This is an optimization exercise on Yosys and OpenROAD, whose aim is small area, a short achievable clock period and few clock cycles per item, not a production implementation. RTL that was checked went through simulation tests only; none was proved equivalent to the original. Only the layout flow was run in run 4; the RTL was not checked for function there. Power and IR drop assume default switching activity.

==> flow/design.v <==
module err_estimat
(
   input wire         clk,
   input wire         rst,
   input wire         i_start,
   input wire  [20:0] i_nv,
   input wire  [24:0] i_nu,
   input wire  [20:0] i_no,
   input wire  [20:0] i_mv,
   input wire  [20:0] i_mo,
   output wire [31:0] o_s1,
   output wire [31:0] o_e1,
   output reg         o_vld,
   output wire        o_error
);
localparam [279:0] TT_l_nv = 280'he098543ec64a1894c64a1894c6da4c2a706cda6c5accaa00e09854fe3ec65accaa;
function [34:0] l_nv;
    input [2:0] d;
    integer j;
    for (j = 0; j < 35; j = j + 1) l_nv[j] = TT_l_nv[j*8 + d];
endfunction
localparam [279:0] TT_l_nu = 280'hfefefefefe7e8eb294c64a98540e3254fefefe3ec64a98540e3254fe1e66aa00000000;
function [34:0] l_nu;
    input [2:0] d;
    integer j;
    for (j = 0; j < 35; j = j + 1) l_nu[j] = TT_l_nu[j*8 + d];
endfunction
localparam [279:0] TT_l_no = 280'hfe3ec64a98547e8e922492b4e62a706cda6c4a18d48e922492b4e62a706cda6c5accaa;
function [34:0] l_no;
    input [2:0] d;
    integer j;
    for (j = 0; j < 35; j = j + 1) l_no[j] = TT_l_no[j*8 + d];
endfunction
localparam [2367:0] TT_l_y6 = 2368'hf0f0f8f8fcfcfefef0f0f8f8fcfc7e7ef17138381c1c8e8e3692dbc96d24b6925ab4695ab469d2b43366cc3366cc996655aa5555aa55aaaa00ffff0000ffff00ff00ff00ff00ff000000000000000000ffffff0000000000000000ffff000000ff0000ff00ff0000ffff000000ffff00ffff00ffff00ff0000ffff00ffff000000ff0000ff00ff00ff0000ffff00000000ff00ff00ff0000ffffffffffffff000000ffffffffff00ffff000000ffff0000ff0000ff00ff00000000ffff000000ff0000ff00ff0000ffff000000ffff0000ff00ffff00ff00ffff0000ffff0000ff00ff00ff00ff000000000000000000000000000000000000000000000000000000000000000000ffffffff00000000ffff0000ffff0000ff00ff00ff00ff000000000000000000;
function [36:0] l_y6;
    input [5:0] d;
    integer j;
    for (j = 0; j < 37; j = j + 1) l_y6[j] = TT_l_y6[j*64 + d];
endfunction
localparam [511:0] TT_l_nulo = 512'hfffefffefffefffefffe3ffec07ec78ec9b2529418c6694a3398aa540f0e33325554fffefffe07fef83e18c6694a3398aa540f0e3332555401fe1e1e6666aaaa;
function [31:0] l_nulo;
    input [3:0] d;
    integer j;
    for (j = 0; j < 32; j = j + 1) l_nulo[j] = TT_l_nulo[j*16 + d];
endfunction
reg         sp;                  
reg         st_mul, st_div, dfirst;
reg   [2:0] cnt;
reg   [4:0] steps;               
reg         pha;
reg  [20:0] rnv, rnu, rno, rmv, rmo;
reg  [31:0] hx;
reg         xlz;
reg   [4:0] hy;
reg  [28:0] rr;                  
reg         wc, wq, noz;
reg         f_ylez, f_ez, f_s1z, f_s1err;
wire start = ~rst & i_start & ~sp;
wire [34:0] ox  = {{3{hx[31]}}, hx};
wire [34:0] lx1 = l_nv(rnv[2:0]);
wire [34:0] lx2 = l_nu(rnu[2:0]);
wire [34:0] lx3 = l_no(rno[2:0]);
wire [34:0] xa0 = lx1 ^ lx2 ^ lx3;
wire [34:0] xb0 = {(lx1[33:0] & lx2[33:0]) | (lx1[33:0] & lx3[33:0]) | (lx2[33:0] & lx3[33:0]), 1'b0};
wire [34:0] xa  = ox ^ xa0 ^ xb0;
wire [34:0] xb  = {(ox[33:0] & xa0[33:0]) | (ox[33:0] & xb0[33:0]) | (xa0[33:0] & xb0[33:0]), 1'b0};
wire [34:0] sx;
add35 u_sx (.a(xa), .b(xb), .s(sx));
wire [36:0] ly = l_y6({rmv[2:0], rmo[2:0]});
wire [36:0] sy;
add37 u_sy (.a({{3{hy[4]}}, hy, rr}), .b(ly), .s(sy));
wire last_mul = (cnt == 3'd6);
wire        xneg  = hx[31] ^ (hx[30] & wc);
wire        xtopz = wc ? (hx[31:30] == 2'b11) : (hx[31:30] == 2'b00);
wire        xzero = xtopz & (hx[29:0] == 30'd0) & xlz;
wire [28:0] sd    = hx[29:1];
wire        s1z   = xneg | (sd == 29'd0);
wire [52:0] yw = {hy[2:0], rr, rmv};
wire        yneg  = hy[3] ^ wq;
wire        ylez  = yneg | (yw == 53'd0);
wire        ez    = ylez | s1z;
wire [31:0] qa = {rnv, rnu[20:10]};
wire [30:0] t  = {rr, pha ? qa[31:30] : rmv[20:19]};
wire [31:0] c1, c2, c3x;
sub32 u_c1 (.a({1'b0, t}), .b(~{3'b0, sd}), .s(c1));
sub32 u_c2 (.a({1'b0, t}), .b(~{2'b0, sd, 1'b0}), .s(c2));
wire [31:0] ua = ~{1'b0, t}, ub = {3'b0, sd}, uc = {2'b0, sd, 1'b0};
wire [31:0] us = ua ^ ub ^ uc;
wire [31:0] uk = {(ua[30:0] & ub[30:0]) | (ua[30:0] & uc[30:0]) | (ub[30:0] & uc[30:0]), 1'b0};
add32 u_c3 (.a(us), .b(uk), .s(c3x));
wire [31:0] c3 = ~c3x;
wire        g1 = ~c1[31], g2 = ~c2[31], g3 = ~c3[31];
wire        q1 = g2;
wire        q0 = g3 | (g1 & ~g2);
wire [28:0] rnext = g3 ? c3[28:0] : g2 ? c2[28:0] : g1 ? c1[28:0] : t[28:0];
wire [31:0] hm;
genvar gi;
generate for (gi = 0; gi <= 31; gi = gi + 1) begin : g_hm
    if (gi >= 28) begin : g1
        assign hm[gi] = 1'b1;
    end else begin : g0
        assign hm[gi] = ~|sd[28:gi+1];
    end
end endgenerate
wire yhsmall = ~|(yw[52:21] & hm);
wire bstep    = st_div & ~pha & (~dfirst | yhsmall);    
wire to_pha   = dfirst & ~ez & ~yhsmall;
wire div_done = st_div & ((dfirst & ez) | (bstep & (steps == 5'd1)));
always @(posedge clk) begin
    sp <= i_start;
    if (rst) begin
        st_mul <= 1'b0;
        st_div <= 1'b0;
        o_vld  <= 1'b0;
    end else begin
        o_vld  <= div_done & ~start;
        st_mul <= start | (st_mul & ~last_mul);
        st_div <= ~start & ((st_mul & last_mul) | (st_div & ~div_done));
    end
    pha <= st_div & ~start & (to_pha | (pha & (steps != 5'd1)));
end
always @(posedge clk) begin
    dfirst <= st_mul & last_mul;
    cnt <= st_mul ? cnt + 3'd1 : 3'd0;
    rno <= st_mul ? rno >> 3 : i_no;
    rmo <= st_mul ? rmo >> 3 : i_mo;
    if (st_mul) begin
        rnv <= rnv >> 3;
        rnu <= rnu >> 3;
    end else if (st_div & (to_pha | pha)) begin
        {rnv, rnu[20:10]} <= to_pha ? yw[52:21] : {qa[29:0], q1, q0};
        rnu[9:0] <= i_nu[13:4];
    end else begin
        rnv <= i_nv;
        rnu[9:0] <= i_nu[13:4];
        if (~st_div)
            rnu[20:10] <= i_nu[24:14];
    end
    if (st_mul & (cnt == 3'd0)) begin
        wc  <= (rno > 21'd1361165);
        wq  <= (rmo > 21'd1677721);
        noz <= (rno == 21'd0);
    end
    if (dfirst) begin
        f_ylez  <= ylez;
        f_ez    <= ez;
        f_s1z   <= s1z;
        f_s1err <= xneg | (xzero & noz);
    end
    if (st_mul)
        hx <= sx[34:3];
    else if (~st_div)
        hx <= l_nulo(i_nu[3:0]);
    xlz <= st_mul ? xlz & (sx[2:0] == 3'd0) : 1'b1;
    hy <= st_mul ? sy[36:32] : 5'd0;
    rr <= st_mul ? sy[31:3] : (st_div & ~to_pha) ? rnext : 29'd0;
    if (st_mul)
        rmv <= {sy[2:0], rmv[20:3]};
    else if (~st_div)
        rmv <= i_mv;
    else if (bstep)
        rmv <= {rmv[18:0], q1, q0};
    steps <= ~st_div ? 5'd10 : to_pha ? 5'd16 : (pha & (steps == 5'd1)) ? 5'd10 : (pha | bstep) ? steps - 5'd1 : steps;
end
wire [31:0] e1   = {rnu[20:10], rmv[19:0], 1'b0};
wire        e1gt = (|e1[31:25]) | (e1[24] & (|e1[23:0]));
assign o_s1    = f_s1z ? 32'd0 : {3'd0, sd};
assign o_e1    = f_ez ? 32'd0 : e1;
assign o_error = f_s1err | f_ylez | (~f_ez & e1gt);
endmodule
module add35 (input wire [34:0] a, input wire [34:0] b, output wire [34:0] s);
wire [34:0] p = a ^ b;
wire [34:0] g = a & b;
wire g_0 = g[1] | (p[1] & g[0]);
wire g_1 = g[3] | (p[3] & g[2]), p_1 = p[3] & p[2];
wire g_2 = g[5] | (p[5] & g[4]), p_2 = p[5] & p[4];
wire g_3 = g[7] | (p[7] & g[6]), p_3 = p[7] & p[6];
wire g_4 = g[9] | (p[9] & g[8]), p_4 = p[9] & p[8];
wire g_5 = g[11] | (p[11] & g[10]), p_5 = p[11] & p[10];
wire g_6 = g[13] | (p[13] & g[12]), p_6 = p[13] & p[12];
wire g_7 = g[15] | (p[15] & g[14]), p_7 = p[15] & p[14];
wire g_8 = g[17] | (p[17] & g[16]), p_8 = p[17] & p[16];
wire g_9 = g[19] | (p[19] & g[18]), p_9 = p[19] & p[18];
wire g_10 = g[21] | (p[21] & g[20]), p_10 = p[21] & p[20];
wire g_11 = g[23] | (p[23] & g[22]), p_11 = p[23] & p[22];
wire g_12 = g[25] | (p[25] & g[24]), p_12 = p[25] & p[24];
wire g_13 = g[27] | (p[27] & g[26]), p_13 = p[27] & p[26];
wire g_14 = g[29] | (p[29] & g[28]), p_14 = p[29] & p[28];
wire g_15 = g[31] | (p[31] & g[30]), p_15 = p[31] & p[30];
wire g_16 = g[33] | (p[33] & g[32]), p_16 = p[33] & p[32];
wire g_17 = g[2] | (p[2] & g_0);
wire g_18 = g_1 | (p_1 & g_0);
wire g_19 = g[6] | (p[6] & g_2), p_19 = p[6] & p_2;
wire g_20 = g_3 | (p_3 & g_2), p_20 = p_3 & p_2;
wire g_21 = g[10] | (p[10] & g_4), p_21 = p[10] & p_4;
wire g_22 = g_5 | (p_5 & g_4), p_22 = p_5 & p_4;
wire g_23 = g[14] | (p[14] & g_6), p_23 = p[14] & p_6;
wire g_24 = g_7 | (p_7 & g_6), p_24 = p_7 & p_6;
wire g_25 = g[18] | (p[18] & g_8), p_25 = p[18] & p_8;
wire g_26 = g_9 | (p_9 & g_8), p_26 = p_9 & p_8;
wire g_27 = g[22] | (p[22] & g_10), p_27 = p[22] & p_10;
wire g_28 = g_11 | (p_11 & g_10), p_28 = p_11 & p_10;
wire g_29 = g[26] | (p[26] & g_12), p_29 = p[26] & p_12;
wire g_30 = g_13 | (p_13 & g_12), p_30 = p_13 & p_12;
wire g_31 = g[30] | (p[30] & g_14), p_31 = p[30] & p_14;
wire g_32 = g_15 | (p_15 & g_14), p_32 = p_15 & p_14;
wire g_33 = g[34] | (p[34] & g_16), p_33 = p[34] & p_16;
wire g_34 = g[4] | (p[4] & g_18);
wire g_35 = g_2 | (p_2 & g_18);
wire g_36 = g_19 | (p_19 & g_18);
wire g_37 = g_20 | (p_20 & g_18);
wire g_38 = g[12] | (p[12] & g_22), p_38 = p[12] & p_22;
wire g_39 = g_6 | (p_6 & g_22), p_39 = p_6 & p_22;
wire g_40 = g_23 | (p_23 & g_22), p_40 = p_23 & p_22;
wire g_41 = g_24 | (p_24 & g_22), p_41 = p_24 & p_22;
wire g_42 = g[20] | (p[20] & g_26), p_42 = p[20] & p_26;
wire g_43 = g_10 | (p_10 & g_26), p_43 = p_10 & p_26;
wire g_44 = g_27 | (p_27 & g_26), p_44 = p_27 & p_26;
wire g_45 = g_28 | (p_28 & g_26), p_45 = p_28 & p_26;
wire g_46 = g[28] | (p[28] & g_30), p_46 = p[28] & p_30;
wire g_47 = g_14 | (p_14 & g_30), p_47 = p_14 & p_30;
wire g_48 = g_31 | (p_31 & g_30), p_48 = p_31 & p_30;
wire g_49 = g_32 | (p_32 & g_30), p_49 = p_32 & p_30;
wire g_50 = g[8] | (p[8] & g_37);
wire g_51 = g_4 | (p_4 & g_37);
wire g_52 = g_21 | (p_21 & g_37);
wire g_53 = g_22 | (p_22 & g_37);
wire g_54 = g_38 | (p_38 & g_37);
wire g_55 = g_39 | (p_39 & g_37);
wire g_56 = g_40 | (p_40 & g_37);
wire g_57 = g_41 | (p_41 & g_37);
wire g_58 = g[24] | (p[24] & g_45), p_58 = p[24] & p_45;
wire g_59 = g_12 | (p_12 & g_45), p_59 = p_12 & p_45;
wire g_60 = g_29 | (p_29 & g_45), p_60 = p_29 & p_45;
wire g_61 = g_30 | (p_30 & g_45), p_61 = p_30 & p_45;
wire g_62 = g_46 | (p_46 & g_45), p_62 = p_46 & p_45;
wire g_63 = g_47 | (p_47 & g_45), p_63 = p_47 & p_45;
wire g_64 = g_48 | (p_48 & g_45), p_64 = p_48 & p_45;
wire g_65 = g_49 | (p_49 & g_45), p_65 = p_49 & p_45;
wire g_66 = g[16] | (p[16] & g_57);
wire g_67 = g_8 | (p_8 & g_57);
wire g_68 = g_25 | (p_25 & g_57);
wire g_69 = g_26 | (p_26 & g_57);
wire g_70 = g_42 | (p_42 & g_57);
wire g_71 = g_43 | (p_43 & g_57);
wire g_72 = g_44 | (p_44 & g_57);
wire g_73 = g_45 | (p_45 & g_57);
wire g_74 = g_58 | (p_58 & g_57);
wire g_75 = g_59 | (p_59 & g_57);
wire g_76 = g_60 | (p_60 & g_57);
wire g_77 = g_61 | (p_61 & g_57);
wire g_78 = g_62 | (p_62 & g_57);
wire g_79 = g_63 | (p_63 & g_57);
wire g_80 = g_64 | (p_64 & g_57);
wire g_81 = g_65 | (p_65 & g_57);
wire g_82 = g[32] | (p[32] & g_81);
wire g_83 = g_16 | (p_16 & g_81);
wire g_84 = g_33 | (p_33 & g_81);
wire [34:0] c = {g_83, g_82, g_81, g_80, g_79, g_78, g_77, g_76, g_75, g_74, g_73, g_72, g_71, g_70, g_69, g_68, g_67, g_66, g_57, g_56, g_55, g_54, g_53, g_52, g_51, g_50, g_37, g_36, g_35, g_34, g_18, g_17, g_0, g[0], 1'b0};
assign s = p ^ c;
endmodule
module add37 (input wire [36:0] a, input wire [36:0] b, output wire [36:0] s);
wire [36:0] p = a ^ b;
wire [36:0] g = a & b;
wire g_0 = g[1] | (p[1] & g[0]);
wire g_1 = g[3] | (p[3] & g[2]), p_1 = p[3] & p[2];
wire g_2 = g[5] | (p[5] & g[4]), p_2 = p[5] & p[4];
wire g_3 = g[7] | (p[7] & g[6]), p_3 = p[7] & p[6];
wire g_4 = g[9] | (p[9] & g[8]), p_4 = p[9] & p[8];
wire g_5 = g[11] | (p[11] & g[10]), p_5 = p[11] & p[10];
wire g_6 = g[13] | (p[13] & g[12]), p_6 = p[13] & p[12];
wire g_7 = g[15] | (p[15] & g[14]), p_7 = p[15] & p[14];
wire g_8 = g[17] | (p[17] & g[16]), p_8 = p[17] & p[16];
wire g_9 = g[19] | (p[19] & g[18]), p_9 = p[19] & p[18];
wire g_10 = g[21] | (p[21] & g[20]), p_10 = p[21] & p[20];
wire g_11 = g[23] | (p[23] & g[22]), p_11 = p[23] & p[22];
wire g_12 = g[25] | (p[25] & g[24]), p_12 = p[25] & p[24];
wire g_13 = g[27] | (p[27] & g[26]), p_13 = p[27] & p[26];
wire g_14 = g[29] | (p[29] & g[28]), p_14 = p[29] & p[28];
wire g_15 = g[31] | (p[31] & g[30]), p_15 = p[31] & p[30];
wire g_16 = g[33] | (p[33] & g[32]), p_16 = p[33] & p[32];
wire g_17 = g[35] | (p[35] & g[34]), p_17 = p[35] & p[34];
wire g_18 = g[2] | (p[2] & g_0);
wire g_19 = g_1 | (p_1 & g_0);
wire g_20 = g[6] | (p[6] & g_2), p_20 = p[6] & p_2;
wire g_21 = g_3 | (p_3 & g_2), p_21 = p_3 & p_2;
wire g_22 = g[10] | (p[10] & g_4), p_22 = p[10] & p_4;
wire g_23 = g_5 | (p_5 & g_4), p_23 = p_5 & p_4;
wire g_24 = g[14] | (p[14] & g_6), p_24 = p[14] & p_6;
wire g_25 = g_7 | (p_7 & g_6), p_25 = p_7 & p_6;
wire g_26 = g[18] | (p[18] & g_8), p_26 = p[18] & p_8;
wire g_27 = g_9 | (p_9 & g_8), p_27 = p_9 & p_8;
wire g_28 = g[22] | (p[22] & g_10), p_28 = p[22] & p_10;
wire g_29 = g_11 | (p_11 & g_10), p_29 = p_11 & p_10;
wire g_30 = g[26] | (p[26] & g_12), p_30 = p[26] & p_12;
wire g_31 = g_13 | (p_13 & g_12), p_31 = p_13 & p_12;
wire g_32 = g[30] | (p[30] & g_14), p_32 = p[30] & p_14;
wire g_33 = g_15 | (p_15 & g_14), p_33 = p_15 & p_14;
wire g_34 = g[34] | (p[34] & g_16), p_34 = p[34] & p_16;
wire g_35 = g_17 | (p_17 & g_16), p_35 = p_17 & p_16;
wire g_36 = g[4] | (p[4] & g_19);
wire g_37 = g_2 | (p_2 & g_19);
wire g_38 = g_20 | (p_20 & g_19);
wire g_39 = g_21 | (p_21 & g_19);
wire g_40 = g[12] | (p[12] & g_23), p_40 = p[12] & p_23;
wire g_41 = g_6 | (p_6 & g_23), p_41 = p_6 & p_23;
wire g_42 = g_24 | (p_24 & g_23), p_42 = p_24 & p_23;
wire g_43 = g_25 | (p_25 & g_23), p_43 = p_25 & p_23;
wire g_44 = g[20] | (p[20] & g_27), p_44 = p[20] & p_27;
wire g_45 = g_10 | (p_10 & g_27), p_45 = p_10 & p_27;
wire g_46 = g_28 | (p_28 & g_27), p_46 = p_28 & p_27;
wire g_47 = g_29 | (p_29 & g_27), p_47 = p_29 & p_27;
wire g_48 = g[28] | (p[28] & g_31), p_48 = p[28] & p_31;
wire g_49 = g_14 | (p_14 & g_31), p_49 = p_14 & p_31;
wire g_50 = g_32 | (p_32 & g_31), p_50 = p_32 & p_31;
wire g_51 = g_33 | (p_33 & g_31), p_51 = p_33 & p_31;
wire g_52 = g[36] | (p[36] & g_35), p_52 = p[36] & p_35;
wire g_53 = g[8] | (p[8] & g_39);
wire g_54 = g_4 | (p_4 & g_39);
wire g_55 = g_22 | (p_22 & g_39);
wire g_56 = g_23 | (p_23 & g_39);
wire g_57 = g_40 | (p_40 & g_39);
wire g_58 = g_41 | (p_41 & g_39);
wire g_59 = g_42 | (p_42 & g_39);
wire g_60 = g_43 | (p_43 & g_39);
wire g_61 = g[24] | (p[24] & g_47), p_61 = p[24] & p_47;
wire g_62 = g_12 | (p_12 & g_47), p_62 = p_12 & p_47;
wire g_63 = g_30 | (p_30 & g_47), p_63 = p_30 & p_47;
wire g_64 = g_31 | (p_31 & g_47), p_64 = p_31 & p_47;
wire g_65 = g_48 | (p_48 & g_47), p_65 = p_48 & p_47;
wire g_66 = g_49 | (p_49 & g_47), p_66 = p_49 & p_47;
wire g_67 = g_50 | (p_50 & g_47), p_67 = p_50 & p_47;
wire g_68 = g_51 | (p_51 & g_47), p_68 = p_51 & p_47;
wire g_69 = g[16] | (p[16] & g_60);
wire g_70 = g_8 | (p_8 & g_60);
wire g_71 = g_26 | (p_26 & g_60);
wire g_72 = g_27 | (p_27 & g_60);
wire g_73 = g_44 | (p_44 & g_60);
wire g_74 = g_45 | (p_45 & g_60);
wire g_75 = g_46 | (p_46 & g_60);
wire g_76 = g_47 | (p_47 & g_60);
wire g_77 = g_61 | (p_61 & g_60);
wire g_78 = g_62 | (p_62 & g_60);
wire g_79 = g_63 | (p_63 & g_60);
wire g_80 = g_64 | (p_64 & g_60);
wire g_81 = g_65 | (p_65 & g_60);
wire g_82 = g_66 | (p_66 & g_60);
wire g_83 = g_67 | (p_67 & g_60);
wire g_84 = g_68 | (p_68 & g_60);
wire g_85 = g[32] | (p[32] & g_84);
wire g_86 = g_16 | (p_16 & g_84);
wire g_87 = g_34 | (p_34 & g_84);
wire g_88 = g_35 | (p_35 & g_84);
wire g_89 = g_52 | (p_52 & g_84);
wire [36:0] c = {g_88, g_87, g_86, g_85, g_84, g_83, g_82, g_81, g_80, g_79, g_78, g_77, g_76, g_75, g_74, g_73, g_72, g_71, g_70, g_69, g_60, g_59, g_58, g_57, g_56, g_55, g_54, g_53, g_39, g_38, g_37, g_36, g_19, g_18, g_0, g[0], 1'b0};
assign s = p ^ c;
endmodule
module add32 (input wire [31:0] a, input wire [31:0] b, output wire [31:0] s);
wire [31:0] p = a ^ b;
wire [31:0] g = a & b;
wire g_0 = g[1] | (p[1] & g[0]);
wire g_1 = g[3] | (p[3] & g[2]), p_1 = p[3] & p[2];
wire g_2 = g[5] | (p[5] & g[4]), p_2 = p[5] & p[4];
wire g_3 = g[7] | (p[7] & g[6]), p_3 = p[7] & p[6];
wire g_4 = g[9] | (p[9] & g[8]), p_4 = p[9] & p[8];
wire g_5 = g[11] | (p[11] & g[10]), p_5 = p[11] & p[10];
wire g_6 = g[13] | (p[13] & g[12]), p_6 = p[13] & p[12];
wire g_7 = g[15] | (p[15] & g[14]), p_7 = p[15] & p[14];
wire g_8 = g[17] | (p[17] & g[16]), p_8 = p[17] & p[16];
wire g_9 = g[19] | (p[19] & g[18]), p_9 = p[19] & p[18];
wire g_10 = g[21] | (p[21] & g[20]), p_10 = p[21] & p[20];
wire g_11 = g[23] | (p[23] & g[22]), p_11 = p[23] & p[22];
wire g_12 = g[25] | (p[25] & g[24]), p_12 = p[25] & p[24];
wire g_13 = g[27] | (p[27] & g[26]), p_13 = p[27] & p[26];
wire g_14 = g[29] | (p[29] & g[28]), p_14 = p[29] & p[28];
wire g_15 = g[31] | (p[31] & g[30]), p_15 = p[31] & p[30];
wire g_16 = g[2] | (p[2] & g_0);
wire g_17 = g_1 | (p_1 & g_0);
wire g_18 = g[6] | (p[6] & g_2), p_18 = p[6] & p_2;
wire g_19 = g_3 | (p_3 & g_2), p_19 = p_3 & p_2;
wire g_20 = g[10] | (p[10] & g_4), p_20 = p[10] & p_4;
wire g_21 = g_5 | (p_5 & g_4), p_21 = p_5 & p_4;
wire g_22 = g[14] | (p[14] & g_6), p_22 = p[14] & p_6;
wire g_23 = g_7 | (p_7 & g_6), p_23 = p_7 & p_6;
wire g_24 = g[18] | (p[18] & g_8), p_24 = p[18] & p_8;
wire g_25 = g_9 | (p_9 & g_8), p_25 = p_9 & p_8;
wire g_26 = g[22] | (p[22] & g_10), p_26 = p[22] & p_10;
wire g_27 = g_11 | (p_11 & g_10), p_27 = p_11 & p_10;
wire g_28 = g[26] | (p[26] & g_12), p_28 = p[26] & p_12;
wire g_29 = g_13 | (p_13 & g_12), p_29 = p_13 & p_12;
wire g_30 = g[30] | (p[30] & g_14), p_30 = p[30] & p_14;
wire g_31 = g_15 | (p_15 & g_14), p_31 = p_15 & p_14;
wire g_32 = g[4] | (p[4] & g_17);
wire g_33 = g_2 | (p_2 & g_17);
wire g_34 = g_18 | (p_18 & g_17);
wire g_35 = g_19 | (p_19 & g_17);
wire g_36 = g[12] | (p[12] & g_21), p_36 = p[12] & p_21;
wire g_37 = g_6 | (p_6 & g_21), p_37 = p_6 & p_21;
wire g_38 = g_22 | (p_22 & g_21), p_38 = p_22 & p_21;
wire g_39 = g_23 | (p_23 & g_21), p_39 = p_23 & p_21;
wire g_40 = g[20] | (p[20] & g_25), p_40 = p[20] & p_25;
wire g_41 = g_10 | (p_10 & g_25), p_41 = p_10 & p_25;
wire g_42 = g_26 | (p_26 & g_25), p_42 = p_26 & p_25;
wire g_43 = g_27 | (p_27 & g_25), p_43 = p_27 & p_25;
wire g_44 = g[28] | (p[28] & g_29), p_44 = p[28] & p_29;
wire g_45 = g_14 | (p_14 & g_29), p_45 = p_14 & p_29;
wire g_46 = g_30 | (p_30 & g_29), p_46 = p_30 & p_29;
wire g_47 = g_31 | (p_31 & g_29), p_47 = p_31 & p_29;
wire g_48 = g[8] | (p[8] & g_35);
wire g_49 = g_4 | (p_4 & g_35);
wire g_50 = g_20 | (p_20 & g_35);
wire g_51 = g_21 | (p_21 & g_35);
wire g_52 = g_36 | (p_36 & g_35);
wire g_53 = g_37 | (p_37 & g_35);
wire g_54 = g_38 | (p_38 & g_35);
wire g_55 = g_39 | (p_39 & g_35);
wire g_56 = g[24] | (p[24] & g_43), p_56 = p[24] & p_43;
wire g_57 = g_12 | (p_12 & g_43), p_57 = p_12 & p_43;
wire g_58 = g_28 | (p_28 & g_43), p_58 = p_28 & p_43;
wire g_59 = g_29 | (p_29 & g_43), p_59 = p_29 & p_43;
wire g_60 = g_44 | (p_44 & g_43), p_60 = p_44 & p_43;
wire g_61 = g_45 | (p_45 & g_43), p_61 = p_45 & p_43;
wire g_62 = g_46 | (p_46 & g_43), p_62 = p_46 & p_43;
wire g_63 = g_47 | (p_47 & g_43), p_63 = p_47 & p_43;
wire g_64 = g[16] | (p[16] & g_55);
wire g_65 = g_8 | (p_8 & g_55);
wire g_66 = g_24 | (p_24 & g_55);
wire g_67 = g_25 | (p_25 & g_55);
wire g_68 = g_40 | (p_40 & g_55);
wire g_69 = g_41 | (p_41 & g_55);
wire g_70 = g_42 | (p_42 & g_55);
wire g_71 = g_43 | (p_43 & g_55);
wire g_72 = g_56 | (p_56 & g_55);
wire g_73 = g_57 | (p_57 & g_55);
wire g_74 = g_58 | (p_58 & g_55);
wire g_75 = g_59 | (p_59 & g_55);
wire g_76 = g_60 | (p_60 & g_55);
wire g_77 = g_61 | (p_61 & g_55);
wire g_78 = g_62 | (p_62 & g_55);
wire g_79 = g_63 | (p_63 & g_55);
wire [31:0] c = {g_78, g_77, g_76, g_75, g_74, g_73, g_72, g_71, g_70, g_69, g_68, g_67, g_66, g_65, g_64, g_55, g_54, g_53, g_52, g_51, g_50, g_49, g_48, g_35, g_34, g_33, g_32, g_17, g_16, g_0, g[0], 1'b0};
assign s = p ^ c;
endmodule
module sub32 (input wire [31:0] a, input wire [31:0] b, output wire [31:0] s);
wire [31:0] p = a ^ b;
wire [31:0] g = {a[31:1] & b[31:1], a[0] | b[0]};
wire g_0 = g[1] | (p[1] & g[0]);
wire g_1 = g[3] | (p[3] & g[2]), p_1 = p[3] & p[2];
wire g_2 = g[5] | (p[5] & g[4]), p_2 = p[5] & p[4];
wire g_3 = g[7] | (p[7] & g[6]), p_3 = p[7] & p[6];
wire g_4 = g[9] | (p[9] & g[8]), p_4 = p[9] & p[8];
wire g_5 = g[11] | (p[11] & g[10]), p_5 = p[11] & p[10];
wire g_6 = g[13] | (p[13] & g[12]), p_6 = p[13] & p[12];
wire g_7 = g[15] | (p[15] & g[14]), p_7 = p[15] & p[14];
wire g_8 = g[17] | (p[17] & g[16]), p_8 = p[17] & p[16];
wire g_9 = g[19] | (p[19] & g[18]), p_9 = p[19] & p[18];
wire g_10 = g[21] | (p[21] & g[20]), p_10 = p[21] & p[20];
wire g_11 = g[23] | (p[23] & g[22]), p_11 = p[23] & p[22];
wire g_12 = g[25] | (p[25] & g[24]), p_12 = p[25] & p[24];
wire g_13 = g[27] | (p[27] & g[26]), p_13 = p[27] & p[26];
wire g_14 = g[29] | (p[29] & g[28]), p_14 = p[29] & p[28];
wire g_15 = g[31] | (p[31] & g[30]), p_15 = p[31] & p[30];
wire g_16 = g[2] | (p[2] & g_0);
wire g_17 = g_1 | (p_1 & g_0);
wire g_18 = g[6] | (p[6] & g_2), p_18 = p[6] & p_2;
wire g_19 = g_3 | (p_3 & g_2), p_19 = p_3 & p_2;
wire g_20 = g[10] | (p[10] & g_4), p_20 = p[10] & p_4;
wire g_21 = g_5 | (p_5 & g_4), p_21 = p_5 & p_4;
wire g_22 = g[14] | (p[14] & g_6), p_22 = p[14] & p_6;
wire g_23 = g_7 | (p_7 & g_6), p_23 = p_7 & p_6;
wire g_24 = g[18] | (p[18] & g_8), p_24 = p[18] & p_8;
wire g_25 = g_9 | (p_9 & g_8), p_25 = p_9 & p_8;
wire g_26 = g[22] | (p[22] & g_10), p_26 = p[22] & p_10;
wire g_27 = g_11 | (p_11 & g_10), p_27 = p_11 & p_10;
wire g_28 = g[26] | (p[26] & g_12), p_28 = p[26] & p_12;
wire g_29 = g_13 | (p_13 & g_12), p_29 = p_13 & p_12;
wire g_30 = g[30] | (p[30] & g_14), p_30 = p[30] & p_14;
wire g_31 = g_15 | (p_15 & g_14), p_31 = p_15 & p_14;
wire g_32 = g[4] | (p[4] & g_17);
wire g_33 = g_2 | (p_2 & g_17);
wire g_34 = g_18 | (p_18 & g_17);
wire g_35 = g_19 | (p_19 & g_17);
wire g_36 = g[12] | (p[12] & g_21), p_36 = p[12] & p_21;
wire g_37 = g_6 | (p_6 & g_21), p_37 = p_6 & p_21;
wire g_38 = g_22 | (p_22 & g_21), p_38 = p_22 & p_21;
wire g_39 = g_23 | (p_23 & g_21), p_39 = p_23 & p_21;
wire g_40 = g[20] | (p[20] & g_25), p_40 = p[20] & p_25;
wire g_41 = g_10 | (p_10 & g_25), p_41 = p_10 & p_25;
wire g_42 = g_26 | (p_26 & g_25), p_42 = p_26 & p_25;
wire g_43 = g_27 | (p_27 & g_25), p_43 = p_27 & p_25;
wire g_44 = g[28] | (p[28] & g_29), p_44 = p[28] & p_29;
wire g_45 = g_14 | (p_14 & g_29), p_45 = p_14 & p_29;
wire g_46 = g_30 | (p_30 & g_29), p_46 = p_30 & p_29;
wire g_47 = g_31 | (p_31 & g_29), p_47 = p_31 & p_29;
wire g_48 = g[8] | (p[8] & g_35);
wire g_49 = g_4 | (p_4 & g_35);
wire g_50 = g_20 | (p_20 & g_35);
wire g_51 = g_21 | (p_21 & g_35);
wire g_52 = g_36 | (p_36 & g_35);
wire g_53 = g_37 | (p_37 & g_35);
wire g_54 = g_38 | (p_38 & g_35);
wire g_55 = g_39 | (p_39 & g_35);
wire g_56 = g[24] | (p[24] & g_43), p_56 = p[24] & p_43;
wire g_57 = g_12 | (p_12 & g_43), p_57 = p_12 & p_43;
wire g_58 = g_28 | (p_28 & g_43), p_58 = p_28 & p_43;
wire g_59 = g_29 | (p_29 & g_43), p_59 = p_29 & p_43;
wire g_60 = g_44 | (p_44 & g_43), p_60 = p_44 & p_43;
wire g_61 = g_45 | (p_45 & g_43), p_61 = p_45 & p_43;
wire g_62 = g_46 | (p_46 & g_43), p_62 = p_46 & p_43;
wire g_63 = g_47 | (p_47 & g_43), p_63 = p_47 & p_43;
wire g_64 = g[16] | (p[16] & g_55);
wire g_65 = g_8 | (p_8 & g_55);
wire g_66 = g_24 | (p_24 & g_55);
wire g_67 = g_25 | (p_25 & g_55);
wire g_68 = g_40 | (p_40 & g_55);
wire g_69 = g_41 | (p_41 & g_55);
wire g_70 = g_42 | (p_42 & g_55);
wire g_71 = g_43 | (p_43 & g_55);
wire g_72 = g_56 | (p_56 & g_55);
wire g_73 = g_57 | (p_57 & g_55);
wire g_74 = g_58 | (p_58 & g_55);
wire g_75 = g_59 | (p_59 & g_55);
wire g_76 = g_60 | (p_60 & g_55);
wire g_77 = g_61 | (p_61 & g_55);
wire g_78 = g_62 | (p_62 & g_55);
wire g_79 = g_63 | (p_63 & g_55);
wire [31:0] c = {g_78, g_77, g_76, g_75, g_74, g_73, g_72, g_71, g_70, g_69, g_68, g_67, g_66, g_65, g_64, g_55, g_54, g_53, g_52, g_51, g_50, g_49, g_48, g_35, g_34, g_33, g_32, g_17, g_16, g_0, g[0], 1'b1};
assign s = {p[31:1] ^ c[31:1], ~p[0]};
endmodule
==> flow/run.sh <==
#!/bin/bash
# synth_recipe.tcl (not shown) runs the flow's synth.tcl, then flattens the netlist and writes it again
# the make line also repeats each setting of config.mk as NAME=value (left out here)
make -C /OpenROAD-flow-scripts/flow DESIGN_CONFIG=/design/flow/config.mk WORK_HOME=/design/flow/orfs CLKGATE_MAP_FILE= SYNTH_SCRIPT=/design/flow/synth_recipe.tcl finish
==> flow/config.mk <==
export PLATFORM = sky130hd
export DESIGN_NAME = err_estimat
export DESIGN_NICKNAME = err_estimat
export VERILOG_FILES = /design/flow/design.v
export SDC_FILE = /design/flow/constraint.sdc
export NUM_CORES = 4
export LEC_CHECK = 0
export CAP_MARGIN = 20
export CORE_MARGIN = 2
export CORE_UTILIZATION = 40
export PLACE_DENSITY = 0.6
export SETUP_SLACK_MARGIN = 5
export SLEW_MARGIN = 20
==> flow/constraint.sdc <==
create_clock -name core_clock -period 10.0 [get_ports {clk}]
set_input_delay 2.0000 -clock core_clock [delete_from_list [all_inputs] [get_ports {clk}]]
set_output_delay 2.0000 -clock core_clock [all_outputs]
set_load 0.01 [all_outputs]
==> flow_metrics.tcl, run 1 <==
set metrics [dict create \
    min_to "cnt[0]" \
    clk_latency_ns 0.47 \
    drv_slew 0 \
    path_clk_slew_ns 0.08 \
    async_reset_ff_share_pct 0 \
    seqCellArea_sq_um 4582 \
    rsz0062_at_grt "true" \
    dpl.hpwl_um 53360 \
    nNetsFinal 2782 \
    critPathCaptureType "register" \
    cts.htree.levels 4 \
    cts_buffers 17 \
    min_from "cnt[0]" \
    postRouteAntennaNets 0 \
    antenna_found_initial 1 \
    drive_above_1_share_pct 10.32 \
    yosysTopAreaCell "ha_1" \
    start_util_pct 40.20 \
    ys_seq_elements 193 \
    cp-start-kind "register" \
    crit_type "reg -> reg" \
    root_buffer "clkbuf_16" \
    syn_inst 2202 \
    drc 0 \
    fp-row-count 81 \
    reg2reg_to "hx[30]" \
    viasPerCell 5.777 \
    gr-total-overflow 0 \
    syn-cell-area_sq_um 19560 \
    hold_viol_final 0 \
    place_inst 2938 \
    finalNonFillerCells 2998 \
    seq_area_frac_synth_pct 23.24 \
    yosys-top-cells-area "ha_1 13%, dfxtp_1 13%, fa_1 11%" \
    gp_congestion 0.9373 \
    synth-main-ff-cell "dfxtp_1" \
    tns_ns 0 \
    synth_cell_types 85 \
    synthTopCellsByCount "218 x inv_1, 201 x ha_1, 164 x nand2_1" \
    worst_pin_slew_ns 1.005 \
    worstPathRequired_ns 10.23 \
    core_area_sq_um 48650 \
    synth-edff-count 68 \
    finalCriticalPeriod_ns 5.000 \
    r2r_slack_ns 5.00 \
    drtPass1Iterations 6 \
    cp-startpoint "rnu[0]" \
    fill_cells 4727 \
    hold_depth 1 \
    pre_cts_ws_ns 4.104 \
    portBuffers 173 \
    p_per_area_nw_per_um2 280.1 \
    r2r_cells 18 \
    ys.warnings.count 1 \
    max_cap_viol_count 0 \
    grt_pass1_wl_um 101400 \
    design_area_sq_um 23180 \
    drt_iter0_markers 1323 \
    synth.top_cell.area_share_pct 12.86 \
    grt_pass1_vias 17120 \
    grt_max_degree 88 \
    status "timing/DRC/antenna clean" \
    routed_wl_um 67990 \
    p_total_mw 6.491 \
    finalSetupViolCount 0 \
    relSlewSlack_pct 32.11 \
    postPlaceCellArea_sq_um 21870 \
    syn_area_per_cell_sq_um 8.882 \
    fin_ws_ns 5.000 \
    hold_class "reg -> reg" \
    path_max_fanout 9 \
    die_width_um 225.1 \
    io_pins 178 \
    cts_sinks 193 \
    drt-wirelength-per-cell_um 22.68 \
    max_freq_mhz 200.0 \
    worstReg2RegStart "rnu[0]" \
    multi_input_area_sq_um 14270 \
    skew_ns 0.01590 \
    dieArea_sq_um 50680 \
    area_delta_synth_final_pct 18.51 \
    track_usage_pct 26.62 \
    p_leak_nw 9.711 \
    clk_path_buf_depth 2 \
    min_period_over_period_pct 50.00 \
    num_vias 17320 \
    yosysMostFrequentCell "inv_1" \
    die_y_um 225.1 \
    ir_drop_mv 0.1493 \
    cts_tree "built" \
    critPathArrivalTime_ns 5.23 \
]
[kinds of logic (layout without fill, tap and decap cells)]
logic type | after synthesis | count (layout) | share of synthesized area [%]
other | 1 | 5 | 0.01917
xor gates and xnor gates | 127 | 127 | 5.758
DFF | 193 | 193 | 23.24
adders and majority gates | 310 | 310 | 23.91
and+or+nand+nor | 542 | 542 | 13.47
buffers and inverters | 296 | 466 | 6.039
muxes | 164 | 164 | 8.957
AOI/OAI and AO/OA | 569 | 569 | 18.60
[metrics by stage]
stage | utilization, % | hold WS [ns]
3_3_place_gp | 44.96 | 0.4161
5_1_grt | 47.65 | 0.4737
3_5_place_dp | 44.96 | 0.4306
4_1_cts | 46.85 | 0.4492
2_1_floorplan | - | 0.4019
6_report | 47.65 | 0.4424
[how the worst max path moves through the flow]
stage | cells past startpoint | endpoint | slack [ns]
after global placement | 20 | hx[30] | 4.26
after floorplan | 17 | hx[30] | 5.01
after CTS | 20 | hx[30] | 4.91
after global routing | 17 | hx[30] | 4.89
after detailed placement | 17 | hx[30] | 4.10
final | 18 | hx[30] | 5.00
[sequential cells by signal, indices dropped and copies added (netlist names), 3 cells and up]
signal and count:
rnu 21, hy 5, rmo 21, rno 21
steps 5, cnt 3, rr 29, rmv 21
hx 32, rnv 21
[critical path: stages, from the launching register on]
cell and delay, ns:
dfxtp_4 0.39, clkinvlp_4 0.17, ha_4 0.24, nand2_8 0.13, clkinvlp_4 0.15, fa_1 0.60, inv_1 0.10, fa_1 0.46
ha_1 0.36, a21o_1 0.20, a21o_1 0.19, a21oi_2 0.20, nand4_1 0.22, a32oi_2 0.32, nand2b_1 0.13, a21o_1 0.19
fa_1 0.38, xor2_1 0.15, a21o_1 0.18
[final cells by class]
class	instances	area share, %
clock buffer	21	2.219
tap	622	3.358
antenna	1	0.01080
multi-input combinational	1716	61.58
inverter	218	3.601
clock inverter	11	0.5344
sequential	193	19.77
timing repair buffer	216	8.928
[cells in the final DEF, fill, tap and decap left out, drive strengths merged, types with 9 or more instances in the layout]
cell type	n
xnor2	65
ha	201
edfxtp	68
a211oi	19
nor4	18
mux2i	85
o221ai	17
o21ai	159
a22oi	14
xor2	61
and3	9
o21bai	17
a21o	62
mux2	78
o21a	15
a31oi	13
a21oi	149
and2	9
inv	222
nand2b	28
nand4	15
nor2	132
fa	107
clkbuf	21
o211ai	19
nand3	30
nand2	165
nor2b	56
nor3	38
dfxtp	125
or3	12
buf	43
clkdlybuf4s50	173
[layer usage]
metal,track usage (%),up-vias,wire (um)
met2,44.42,644,32450
li1,-,8124,-
met5,0,-,0
met3,4.042,132,4215
met4,10.28,0,2578
met1,34.66,8419,28740
[power by group]
group / total, mW / internal (mW) / switching (mW)
sequential: 1.18 / 0.946 / 0.239
combinational: 4.55 / 1.94 / 2.61
clock: 0.757 / 0.386 / 0.371
[repair_timing]
action,in CTS,in global routing
resized for setup,59,44
hold buffers,0,0
pin swaps,2,14
endpoints found under the setup margin,31,28
setup buffers,7,18
Testbench counts, summed over its fixed seeds: cycles 21,600, items 1,200.
==> run 2: changes to the inputs <==
--- a/flow/design.v
+++ b/flow/design.v
@@ -55,6 +55,7 @@
 reg  [28:0] rr;                  
 reg         wc, wq, noz;
 reg         f_ylez, f_ez, f_s1z, f_s1err;
+reg         qlo;                 
 wire start = ~rst & i_start & ~sp;
 wire [34:0] ox  = {{3{hx[31]}}, hx};
 wire [34:0] lx1 = l_nv(rnv[2:0]);
@@ -137,7 +138,7 @@
             rnu[20:10] <= i_nu[24:14];
     end
     if (st_mul & (cnt == 3'd0)) begin
-        wc  <= (rno > 21'd1361165);
+        wc  <= (rno > 21'd1361170);
         wq  <= (rmo > 21'd1677721);
         noz <= (rno == 21'd0);
     end
@@ -160,10 +161,11 @@
         rmv <= i_mv;
     else if (bstep)
         rmv <= {rmv[18:0], q1, q0};
+    qlo <= st_div & (qlo | (bstep & (q1 | q0)));
     steps <= ~st_div ? 5'd10 : to_pha ? 5'd16 : (pha & (steps == 5'd1)) ? 5'd10 : (pha | bstep) ? steps - 5'd1 : steps;
 end
 wire [31:0] e1   = {rnu[20:10], rmv[19:0], 1'b0};
-wire        e1gt = (|e1[31:25]) | (e1[24] & (|e1[23:0]));
+wire        e1gt = (|e1[31:25]) | (e1[24] & ((|e1[23:21]) | qlo));
 assign o_s1    = f_s1z ? 32'd0 : {3'd0, sd};
 assign o_e1    = f_ez ? 32'd0 : e1;
 assign o_error = f_s1err | f_ylez | (~f_ez & e1gt);
--- a/flow/config.mk
+++ b/flow/config.mk
@@ -8,6 +8,6 @@
 export CAP_MARGIN = 20
 export CORE_MARGIN = 2
 export CORE_UTILIZATION = 40
-export PLACE_DENSITY = 0.6
+export PLACE_DENSITY = 0.9
 export SETUP_SLACK_MARGIN = 5
 export SLEW_MARGIN = 20
==> flow_metrics.tcl, run 2 <==
set metrics [dict create \
    status "timing/DRC/antenna clean" \
    min_period_over_period_pct 48.82 \
    drv_slew 0 \
    grt_pass1_vias 18400 \
    dieArea_sq_um 51900 \
    die_y_um 227.8 \
    gr-total-overflow 0 \
    cts_tree "built" \
    track_usage_pct 25.20 \
    p_seq_share_pct 17.4 \
    tns_ns 0 \
    finalCriticalPeriod_ns 4.882 \
    num_vias 18740 \
    p_sw_share_pct 50.44 \
    p_sw_mw 3.347 \
    relSlewSlack_pct 24.44 \
    rsz0062_at_grt "false" \
    postRouteAntennaNets 0 \
    p_leak_nw 9.996 \
    async_reset_ff_share_pct 0 \
    root_buffer "clkbuf_16" \
    fp-row-count 82 \
    grt_max_degree 100 \
    hold_viol_final 0 \
    cts_hold_buf 0 \
    drc 0 \
    cts_buffers 17 \
    met2_length_um 31370 \
    routed_wl_um 67740 \
    drt-wirelength-per-cell_um 21.62 \
    finalSetupViolCount 0 \
    syn-cell-area_sq_um 20040 \
    drive_above_1_share_pct 10.16 \
    viasPerCell 5.981 \
    start_util_pct 40.27 \
    seq_area_frac_synth_pct 22.78 \
    max_cap_viol_count 0 \
    p_per_area_nw_per_um2 282.2 \
    die_width_um 227.8 \
    place_inst 3078 \
    multi_input_area_sq_um 14480 \
    yosysMostFrequentCell "inv_1" \
    synthTopCellsByCount "251 x inv_1, 204 x ha_1, 191 x nand2_1" \
    synth_cell_types 98 \
    yosysTopAreaCell "ha_1" \
    wl_met1_um 24490 \
    fill_cells 4487 \
    hold_depth 1 \
    io_pins 178 \
    cts.htree.levels 4 \
    area_delta_synth_final_pct 17.36 \
    finalNonFillerCells 3133 \
    worst_pin_slew_ns 1.130 \
    seqCellArea_sq_um 4597 \
    reg_top3 "hx x32, rr x29" \
    top_layer_used "met4" \
    grt_pass1_wl_um 102600 \
    clk_latency_ns 0.48 \
    final_common_cell "inv_1" \
    top_register "hx" \
    synth-edff-count 68 \
    ys_seq_elements 194 \
    intPower_mw 3.289 \
    ir_drop_mv 0.2180 \
    drt_iter0_markers 1910 \
    met3_length_um 7508 \
    gp_congestion 0.9816 \
    ys.warnings.count 1 \
    cts_sinks 194 \
    critPathArrivalTime_ns 5.26 \
    core_area_sq_um 49760 \
    syn_area_per_cell_sq_um 8.705 \
    p_comb_share_pct 71.5 \
    antenna_found_initial 2 \
    clockPowerShare_pct 11.1 \
    synth.top_cell.area_share_pct 12.74 \
    nNetsFinal 2868 \
    r2r_slack_ns 5.12 \
    min_to "cnt[0]" \
    largest_reg_flops 32 \
    clk_path_buf_depth 2 \
    synth-main-ff-cell "dfxtp_1" \
    dpl.hpwl_um 51290 \
    yosys-top-cells-area "ha_1 13%, dfxtp_1 13%, fa_1 10%" \
    worstReg2RegStart "pha" \
    final_cell_mix "244 x inv_1, 191 x ha_1, 190 x nand2_1" \
    skew_ns 0.009734 \
    cp-start-kind "register" \
    path_max_fanout 11 \
    syn_inst 2302 \
    min_from "cnt[0]" \
    reg2reg_to "rr[24]" \
    drtPass1Iterations 6 \
    worstPathRequired_ns 10.38 \
    max_freq_mhz 204.8 \
    portBuffers 173 \
    path_clk_slew_ns 0.08 \
    critPathCaptureType "register" \
    crit_type "reg -> reg" \
    r2r_cells 13 \
    hold_class "reg -> reg" \
]
-- run 2: worst max-delay path by stage --
stage / endpoint / depth (start not counted) / from
CTS: hx[30] / 20 / rnv[0]
floorplan: hx[29] / 20 / rno[2]
global route: hx[30] / 20 / rnv[0]
detailed placement: hx[29] / 19 / rnu[0]
global placement: hx[29] / 19 / rnu[0]
finish: rr[24] / 13 / pha
-- run 2: final cells by class --
cell class,count,area share (%)
antenna,1,0.01064
clock buffer,19,2.022
clock inverter,13,0.6704
inverter,253,4.102
multi-input combinational,1773,61.58
sequential,194,19.55
tap,672,3.575
timing repair buffer,208,8.496
-- run 2: critical path, stage by stage (launching register included) --
cell	delay, ns
dfxtp_1	0.63
mux2_2	0.45
fa_1	0.43
inv_1	0.09
ha_1	0.22
a21o_1	0.21
a41oi_1	0.35
a21o_1	0.30
a21oi_2	0.13
o21ai_2	0.30
a21oi_2	0.25
nor2_1	0.66
nand2_1	0.44
o221ai_1	0.34
-- run 2: through the flow --
stage / power (mW) / hold WS [ns] / util (%) / cell area (sq um) / setup slack (ns)
finish: 6.636 / 0.4478 / 47.26 / 23520 / 5.118
detailed placement: 5.523 / 0.4303 / 44.94 / 22360 / 4.273
global placement: 5.390 / 0.4229 / 44.94 / 22360 / 4.343
CTS: 6.324 / 0.4476 / 46.41 / 23090 / 5.002
floorplan: 4.313 / 0.4019 / - / 20060 / 5.015
global route: 7.088 / 0.4731 / 47.26 / 23520 / 4.966
-- run 2: logic make-up (layout without fill, tap and decap cells) --
kind of cell / after synthesis / in the layout / share of synthesized area [%]
XOR/XNOR: 115 / 115 / 5.026
other: 1 / 5 / 0.01871
AO/OA/AOI/OAI: 598 / 598 / 20.47
multiplexers: 136 / 136 / 7.399
flip-flops: 194 / 194 / 22.78
adder cells (fa/ha/maj): 309 / 309 / 23.23
buffers and inverters: 338 / 493 / 6.681
AND/OR/NAND/NOR: 611 / 611 / 14.40
-- run 2: power groups by stage --
stage / clock network (mW) / registers, mW / logic [mW]
finish: 0.736 / 1.16 / 4.74
global route: 0.762 / 1.16 / 5.16
CTS: 0.731 / 1.14 / 4.45
detailed placement: 0 / 1.15 / 4.37
global placement: 0 / 1.15 / 4.24
floorplan: 0 / 1.06 / 3.26
-- run 2: per-layer routing --
layer / up-vias / track usage [%]
met5: - / 0
met4: 0 / 14.80
met3: 324 / 6.563
met2: 1165 / 41.26
met1: 8830 / 29.79
li1: 8420 / -
-- run 2: timing repair --
item                       in CTS  in global routing
pin swaps                       2                 11
resized for setup              26                 47
cloned                          0                  0
buffers inserted                2                 20
setup endpoints to repair      14                  9
Testbench counts of run 2, summed over its fixed seeds: cycles 21,600, items 1,200.
==> run 3: changes to the inputs <==
--- a/flow/config.mk
+++ b/flow/config.mk
@@ -8,6 +8,6 @@
 export CAP_MARGIN = 20
 export CORE_MARGIN = 2
 export CORE_UTILIZATION = 40
-export PLACE_DENSITY = 0.9
+export PLACE_DENSITY = 0.6
 export SETUP_SLACK_MARGIN = 5
 export SLEW_MARGIN = 20
==> flow_metrics.tcl, run 3 <==
set metrics [dict create \
    whs_ns 0.4433 \
    design_area_sq_um 23320 \
    die_y_um 227.8 \
    synth_cell_types 98 \
    postPlaceCellArea_sq_um 22410 \
    min_from "cnt[0]" \
    syn_inst 2302 \
    io_pins 178 \
    gr-total-overflow 0 \
    r2r_cells 20 \
    rsz0062_at_grt "true" \
    status "timing/DRC/antenna clean" \
    clk_path_buf_depth 2 \
    start_util_pct 40.27 \
    cp-startpoint "rnv[1]" \
    critPathCaptureType "register" \
    drv_slew 0 \
    reg_top3 "hx x32, rr x29" \
    critPathBufInv 3 \
    grt_pass1_wl_um 105800 \
    clk_latency_ns 0.49 \
    drt-wirelength-per-cell_um 22.51 \
    hold_class "reg -> reg" \
    cp-start-kind "register" \
    skew_ns 0.02356 \
    synth.top_cell.area_share_pct 12.74 \
    worstPathRequired_ns 10.22 \
    ir_drop_mv 0.2161 \
    relSlewSlack_pct 25.41 \
    cts_sinks 194 \
    ys.warnings.count 1 \
    cts.htree.levels 4 \
    tns_ns 0 \
    antenna_found_initial 2 \
    top_register "hx" \
    drc 0 \
    top_usage_layer "met2" \
    postRouteAntennaNets 0 \
    ys_seq_elements 194 \
    track_usage_pct 26.53 \
    hold_viol_final 0 \
    met2_usage_pct 46.37 \
    routed_wl_um 70470 \
    finalSetupViolCount 0 \
    num_vias 17860 \
    grt_max_degree 97 \
    worst_pin_slew_ns 1.119 \
    drive_above_1_share_pct 9.805 \
    area_delta_synth_final_pct 16.35 \
    root_buffer "clkbuf_16" \
    synth-main-ff-cell "dfxtp_1" \
    crit_type "reg -> reg" \
    final_cell_mix "243 x inv_1, 200 x ha_1, 191 x nand2_1" \
    yosysTopAreaCell "ha_1" \
    dieArea_sq_um 51900 \
    finalCriticalPeriod_ns 4.942 \
    core_area_sq_um 49760 \
    min_period_over_period_pct 49.42 \
    fin_ws_ns 5.058 \
    cts_hold_buf 0 \
    crit_cells 20 \
    largest_reg_flops 32 \
    gp_congestion 0.9547 \
    drtPass1Iterations 5 \
    synth-edff-count 68 \
    use_met3_pct 3.275 \
    cpLargestDelayFamily "adder cells" \
    crit_chain "inv_4, ha_1, nor2_2, a21o_1, inv_1, fa_1, fa_1, inv_1, ha_1, a21o_1, a21o_1, a21oi_2, nor2_1, a2111oi_4, a21boi_2, o21ai_0, nand2b_1, fa_1, xnor2_1, o21ai_0" \
    p_per_area_nw_per_um2 276.9 \
    critPathArrivalTime_ns 5.16 \
    max_freq_mhz 202.3 \
    max_cap_viol_count 0 \
    fp-row-count 82 \
    die_width_um 227.8 \
    syn_area_per_cell_sq_um 8.705 \
    grt_pass1_vias 17830 \
    yosys-top-cells-area "ha_1 13%, dfxtp_1 13%, fa_1 10%" \
    final_common_cell "inv_1" \
    hold_depth 1 \
    drt_iter0_markers 1516 \
    cts_tree "built" \
    use_met1_pct 33.59 \
    worstReg2RegStart "rnv[1]" \
    slowest_stage "fa_1" \
    cts_buffers 17 \
    yosysMostFrequentCell "inv_1" \
    fill_cells 4855 \
    utilization_pct 46.86 \
    pre_cts_ws_ns 4.234 \
    synthTopCellsByCount "251 x inv_1, 204 x ha_1, 191 x nand2_1" \
    p_leak_nw 9.961 \
    seq_area_frac_synth_pct 22.78 \
    async_reset_ff_share_pct 0 \
    portBuffers 173 \
    syn-cell-area_sq_um 20040 \
    path_clk_slew_ns 0.08 \
    dpl.hpwl_um 55650 \
    viasPerCell 5.706 \
    nNetsFinal 2866 \
    path_max_fanout 9 \
    slowest_delay_ns 0.53 \
]
==> run 3: cell counts after synthesis <==
Identical to the previous run, type by type.
==> run 3: cell families (layout without fill, tap and decap cells) <==
family                   after synthesis  after routing  synth area share [%]
buffers and inverters                338            491                 6.681
XOR/XNOR                             115            115                 5.026
other                                  1              5               0.01871
AND/OR/NAND/NOR                      611            611                 14.40
multiplexers                         136            136                 7.399
AO/OA/AOI/OAI                        598            598                 20.47
adder cells (fa/ha/maj)              309            309                 23.23
flip-flops                           194            194                 22.78
==> run 3: final cells by class <==
cell class	count	area (sq um)	share of cell area, %
timing repair buffer	206	1992	8.543
clock buffer	21	460.4	1.975
tap	672	840.8	3.606
antenna	1	2.502	0.01073
sequential	194	4592	19.69
multi-input combinational	1773	14370	61.64
clock inverter	11	93.84	0.4025
inverter	253	963.4	4.132
==> run 3: worst paths after layout <==
path	endpoint	slack [ns]
worst min-delay path	cnt[0]	0.44
worst max register to register	hx[30]	5.06
worst max-delay path	hx[30]	5.06
worst min register to register	cnt[0]	0.44
==> run 3: repair_timing <==
action                                  4_1_cts  5_1_grt
setup buffers                                 1       13
endpoints found under the setup margin       15       16
resized for setup                            34       31
pin swaps                                     1        5
cloned                                        0        0
==> run 3: through the flow <==
step,power [mW],instances
global placement,5.487,3084
detailed placement,5.578,3084
floorplan,4.313,2305
CTS,6.344,3117
global route,6.983,3131
finish,6.457,3131
==> run 3: routing by layer <==
metal	part of all wire, %	up-vias
met5	0	-
met4	3.7	0
li1	-	8411
met3	5.1	136
met2	49	599
met1	42	8718
==> run 3: where the power goes <==
group          internal [mW]  total (mW)  switching [mW]  leakage, nW
Sequential             0.951        1.14           0.186         1.76
Combinational           1.89        4.62            2.73         7.92
Clock                  0.339       0.702           0.363        0.278
==> run 4: changes to the inputs <==
--- a/flow/design.v
+++ b/flow/design.v
@@ -138,7 +138,7 @@
             rnu[20:10] <= i_nu[24:14];
     end
     if (st_mul & (cnt == 3'd0)) begin
-        wc  <= (rno > 21'd1361170);
+        wc  <= (rno > 21'd1361165);
         wq  <= (rmo > 21'd1677721);
         noz <= (rno == 21'd0);
     end
--- a/flow/config.mk
+++ b/flow/config.mk
@@ -8,6 +8,6 @@
 export CAP_MARGIN = 20
 export CORE_MARGIN = 2
 export CORE_UTILIZATION = 40
-export PLACE_DENSITY = 0.6
+export PLACE_DENSITY = 0.75
 export SETUP_SLACK_MARGIN = 5
 export SLEW_MARGIN = 20
==> flow_metrics.tcl, run 4 <==
set metrics [dict create \
    hold_class "reg -> reg" \
    syn_area_per_cell_sq_um 8.847 \
    seqCellArea_sq_um 4593 \
    dpl.hpwl_um 52080 \
    synthTopCellsByCount "218 x inv_1, 201 x ha_1, 162 x nand2_1" \
    dieArea_sq_um 50820 \
    synthXorXnorAreaFrac_pct 5.492 \
    path_max_fanout 8 \
    postRouteAntennaNets 0 \
    slowest_stage "fa_1" \
    drt_iter0_markers 1593 \
    synth_cell_types 90 \
    gp_congestion 0.9633 \
    p_total_mw 6.419 \
    cts_sinks 194 \
    reg_top3 "hx x32, rr x29" \
    drv_slew 0 \
    grt_max_degree 94 \
    async_reset_ff_share_pct 0 \
    place_inst 2954 \
    cts.htree.levels 4 \
    yosysMostFrequentCell "inv_1" \
    top_register "hx" \
    drtPass1Iterations 7 \
    antenna_found_initial 1 \
    max_cap_viol_count 0 \
    final_common_cell "inv_1" \
    portBuffers 173 \
    drc 0 \
    cts_tree "built" \
    synth.top_cell.area_share_pct 12.86 \
    critPathCaptureType "register" \
    seq_area_frac_synth_pct 23.27 \
    path_clk_slew_ns 0.09 \
    viasPerCell 5.875 \
    drive_above_1_share_pct 8.527 \
    synth-main-ff-cell "dfxtp_1" \
    core_area_sq_um 48650 \
    drt-wirelength-per-cell_um 21.82 \
    io_pins 178 \
    cts_hold_buf 0 \
    critPathArrivalTime_ns 5.23 \
    root_buffer "clkbuf_16" \
    yosysTopAreaCell "dfxtp_1" \
    finalCriticalPeriod_ns 4.877 \
    cts_buffers 17 \
    worstPathRequired_ns 10.35 \
    p_per_area_nw_per_um2 281.6 \
    synth-edff-count 68 \
    synthMuxAreaShare_pct 8.280 \
    track_usage_pct 25.68 \
    tns_ns 0 \
    yosys.area_share.adder_pct 23.79 \
    finalSetupViolCount 0 \
    num_vias 17580 \
    rsz0062_at_grt "false" \
    routed_wl_um 65290 \
    die_width_um 225.4 \
    hold_viol_final 0 \
    synth_compound_area_share_pct 19.82 \
    synth_top_family_by_area "adder cells" \
    finalNonFillerCells 2992 \
    yosys.area_share.simple_pct 13.31 \
    largest_reg_flops 32 \
    ys_seq_elements 194 \
    crit_chain "inv_1, fa_1, inv_1, ha_1, a21o_1, a21o_1, a32oi_1, a41oi_2, o21ai_2, o41a_1, a21oi_2, a2111oi_1, a211o_1" \
    relSlewSlack_pct 21.38 \
    yosys-top-cells-area "dfxtp_1 13%, ha_1 13%, fa_1 11%" \
    syn_inst 2217 \
    max_freq_mhz 205.1 \
    ys.warnings.count 1 \
    ir_drop_mv 0.1776 \
    clk_path_buf_depth 2 \
    p_leak_nw 9.598 \
    fp-row-count 81 \
    area_delta_synth_final_pct 16.20 \
    syn-cell-area_sq_um 19610 \
    multi_input_area_sq_um 14060 \
    nNetsFinal 2776 \
    final_cell_mix "215 x inv_1, 197 x ha_1, 173 x clkdlybuf4s50_1" \
    gr-total-overflow 0 \
    fill_cells 4577 \
    min_period_over_period_pct 48.77 \
    crit_type "reg -> reg" \
    slowest_delay_ns 0.61 \
    worst_pin_slew_ns 1.170 \
    skew_ns 0.01766 \
    cp-start-kind "register" \
    clk_latency_ns 0.48 \
    grt_pass1_vias 17410 \
    start_util_pct 40.32 \
    die_y_um 225.4 \
    grt_pass1_wl_um 99660 \
    status "timing/DRC/antenna clean" \
]
-- run 4: cell types whose count changed after synthesis, sizes merged, moves of 13 or more --
cell	previous run	this run
nand2	192	162
nor2	175	151
mux2i	57	70
xnor2	65	78
inv	252	219
-- run 4: worst max-delay path, delay by kind of cell, from the launching register on --
kind                       cells  cell delay [ns]
adders and majority gates      2             0.96
AOI/OAI and AO/OA              9             2.89
buffers and inverters          2             0.31
DFF                            1             0.57
-- run 4: timing repair --
action / 4_1_cts / 5_1_grt
resized for setup: 23 / 36
setup endpoints to repair: 13 / 22
pin swaps: 1 / 4
setup buffers: 1 / 4
-- run 4: layout make-up --
| type | instances | share of cell area (%) |
|---|---|---|
| multi-input combinational | 1724 | 61.67 |
| sequential | 194 | 20.15 |
| timing repair buffer | 198 | 8.421 |
| inverter | 221 | 3.640 |
| tap | 622 | 3.415 |
| clock buffer | 17 | 1.866 |
| clock inverter | 15 | 0.8235 |
| antenna | 1 | 0.01098 |
-- run 4: report_power, final --
group	switching (mW)	leakage [nW]	internal, mW
logic	2.61	7.55	1.91
registers	0.209	1.76	0.953
clock network	0.372	0.291	0.361
total	3.20	9.60	3.22
-- run 4: path summary, 6_finish.rpt --
check,to,depth (start not counted),slack [ns],startpoint
max,rnu[10],13,5.12,hx[9]
min,cnt[0],1,0.45,cnt[0]
max reg2reg,rnu[10],13,5.12,hx[9]
min reg2reg,cnt[0],1,0.45,cnt[0]
-- run 4: kinds of logic after synthesis --
| kind of cell | count (synthesis) |
|---|---|
| mux | 150 |
| fa+ha+maj | 309 |
| flops | 194 |
| compound gates | 592 |
| xor+xnor | 123 |
| other cells | 1 |
| simple gates | 546 |
| buf+inv | 302 |
-- run 4: metal layers --
| metal | wire length (um) | global-route usage (%) |
|---|---|---|
| met5 | 12 | 0 |
| met4 | 3251 | 12.58 |
| met3 | 4414 | 4.237 |
| met2 | 31150 | 43.33 |
| met1 | 26470 | 31.80 |
-- run 4: stage by stage --
stage               area (sq um)  worst slack, ns  util [%]  hold WS [ns]
floorplan                  19630            5.062         -        0.4019
global placement           21960            4.348     45.14        0.4125
detailed placement         21960            4.320     45.14        0.4417
CTS                        22640            4.965     46.54        0.4560
global route               22790            4.957     46.85        0.4766
finish                     22790            5.123     46.85        0.4506
==> run 5: changes to the inputs <==
--- a/flow/design.v
+++ b/flow/design.v
@@ -138,7 +138,7 @@
             rnu[20:10] <= i_nu[24:14];
     end
     if (st_mul & (cnt == 3'd0)) begin
-        wc  <= (rno > 21'd1361165);
+        wc  <= (rno > 21'd1361170);
         wq  <= (rmo > 21'd1677721);
         noz <= (rno == 21'd0);
     end
==> flow_metrics.tcl, run 5 <==
set metrics [dict create \
    drive_above_1_share_pct 9.984 \
    nNetsFinal 2862 \
    finalNonFillerCells 3128 \
    cp-startpoint "rno[0]" \
    dieArea_sq_um 51900 \
    p_per_area_nw_per_um2 278.1 \
    track_usage_pct 25.40 \
    reg2reg_to "hx[29]" \
    max_freq_mhz 204.8 \
    ir_drop_mv 0.1979 \
    relSlewSlack_pct 23.04 \
    cts_tree "built" \
    p_leak_nw 9.977 \
    status "timing/DRC/antenna clean" \
    synthTopCellsByCount "251 x inv_1, 204 x ha_1, 191 x nand2_1" \
    rsz0062_at_grt "true" \
    cts_hold_buf 0 \
    utilization_pct 47.08 \
    yosys-top-cells-area "ha_1 13%, dfxtp_1 13%, fa_1 10%" \
    skew_ns 0.009749 \
    yosysTopAreaCell "ha_1" \
    finalSetupViolCount 0 \
    crit_chain "inv_1, ha_1, nand2_2, o21a_4, inv_1, fa_1, inv_1, fa_1, ha_1, nand4_1, or4_4, a31oi_4, o2111ai_4, a21boi_2, o21ai_1, nand2b_1, fa_1, nand2_1, nand2_1" \
    p_total_mw 6.515 \
    drv_slew 0 \
    p_comb_share_pct 70.8 \
    clockPowerShare_pct 11.6 \
    routed_wl_um 67610 \
    ys.warnings.count 1 \
    r2r_cells 19 \
    finalCriticalPeriod_ns 4.884 \
    gp_congestion 0.9488 \
    drt_iter0_markers 1784 \
    syn-cell-area_sq_um 20040 \
    cp-start-kind "register" \
    crit_type "reg -> reg" \
    critPathCaptureType "register" \
    die_y_um 227.8 \
    postRouteAntennaNets 0 \
    root_buffer "clkbuf_16" \
    syn_area_per_cell_sq_um 8.705 \
    path_clk_slew_ns 0.08 \
    critPathArrivalTime_ns 5.10 \
    die_width_um 227.8 \
    num_vias 18410 \
    worst_pin_slew_ns 1.146 \
    core_area_sq_um 49760 \
    hold_viol_final 0 \
    min_to "cnt[0]" \
    grt_pass1_vias 18140 \
    cts.htree.levels 4 \
    r2r_slack_ns 5.12 \
    p_sw_share_pct 50.30 \
    path_max_fanout 7 \
    slowest_stage "or4_4" \
    portBuffers 173 \
    reg_top3 "hx x32, rr x29" \
    min_period_over_period_pct 48.84 \
    synth.top_cell.area_share_pct 12.74 \
    synth-edff-count 68 \
    tns_ns 0 \
    max_cap_viol_count 0 \
    worstPathRequired_ns 10.21 \
    worstReg2RegStart "rno[0]" \
    synth-main-ff-cell "dfxtp_1" \
    fp-row-count 82 \
    intPower_mw 3.238 \
    slowest_delay_ns 0.56 \
    largest_reg_flops 32 \
    whs_ns 0.4531 \
    syn_inst 2302 \
]
## run 5: cell types whose count changed after synthesis, sizes merged, moves of 6 or more
cell,change
o21bai,-6
a222oi,-6
o211ai,-8
and3,+12
a221o,+6
a311oi,+9
inv,+33
o21ai,+9
a21oi,-12
nor2,+24
nand2,+30
mux2i,-13
o31ai,+8
xnor2,-13
## run 5: power by group through the flow
stage / Clock (mW) / Sequential, mW / Combinational, mW
after floorplan: 0 / 1.06 / 3.26
after global placement: 0 / 1.15 / 4.20
after detailed placement: 0 / 1.15 / 4.35
after CTS: 0.761 / 1.14 / 4.45
after global routing: 0.793 / 1.16 / 5.06
final: 0.757 / 1.15 / 4.61
## run 5: worst max-delay path: cells and delay by family, from the launching register on
family,cells,cell delay (ns)
AND/OR/NAND/NOR,6,1.03
flip-flops,1,0.39
AO/OA/AOI/OAI,5,0.86
adder cells (fa/ha/maj),5,2.09
buffers and inverters,3,0.23
## run 5: through the flow
stage | area, sq um | worst slack (ns)
6_report | 23430 | 5.116
5_1_grt | 23430 | 4.893
4_1_cts | 23120 | 4.958
3_5_place_dp | 22370 | 4.080
3_3_place_gp | 22370 | 4.253
2_1_floorplan | 20060 | 5.015
## run 5: cells by family after synthesis
| family | share of synthesized area, % |
|---|---|
| buf+inv | 6.681 |
| flops | 22.78 |
| compound gates | 20.47 |
| other cells | 0.01871 |
| mux | 7.399 |
| xor+xnor | 5.026 |
| simple gates | 14.40 |
| fa+ha+maj | 23.23 |
## run 5: cell type report
class / instances / area (sq um)
clock inverter: 15 / 219.0
timing repair buffer: 202 / 1953
sequential: 194 / 4594
clock buffer: 17 / 425.4
multi-input combinational: 1773 / 14430
antenna: 2 / 5.005
tap: 672 / 840.8
fill: 4681 / 26330
inverter: 253 / 959.7
## run 5: how the worst max path moves through the flow
| stage | to | slack [ns] | depth (start not counted) |
|---|---|---|---|
| 3_5_place_dp | hx[29] | 4.08 | 19 |
| 2_1_floorplan | hx[29] | 5.02 | 20 |
| 6_report | hx[29] | 5.12 | 19 |
| 5_1_grt | hx[29] | 4.89 | 19 |
| 3_3_place_gp | hx[29] | 4.25 | 19 |
| 4_1_cts | hx[29] | 4.96 | 21 |
## run 5: what timing repair did
action / CTS / global route
pin swaps: 1 / 6
setup buffers: 2 / 13
setup endpoints to repair: 17 / 27
gates resized for setup: 30 / 48
## run 5: layer usage
| layer | part of all wire, % | wire length [um] | up-vias | track usage (%) |
|---|---|---|---|---|
| met5 | 0 | 0 | - | 0 |
| met4 | 4.3 | 2906 | 0 | 11.37 |
| met3 | 7.7 | 5189 | 170 | 3.500 |
| met2 | 48 | 32470 | 834 | 43.09 |
| met1 | 40 | 27050 | 8987 | 32.11 |
| li1 | - | - | 8415 | - |
Testbench counts of run 5, summed over its fixed seeds: cycles 21,600, items 1,200.
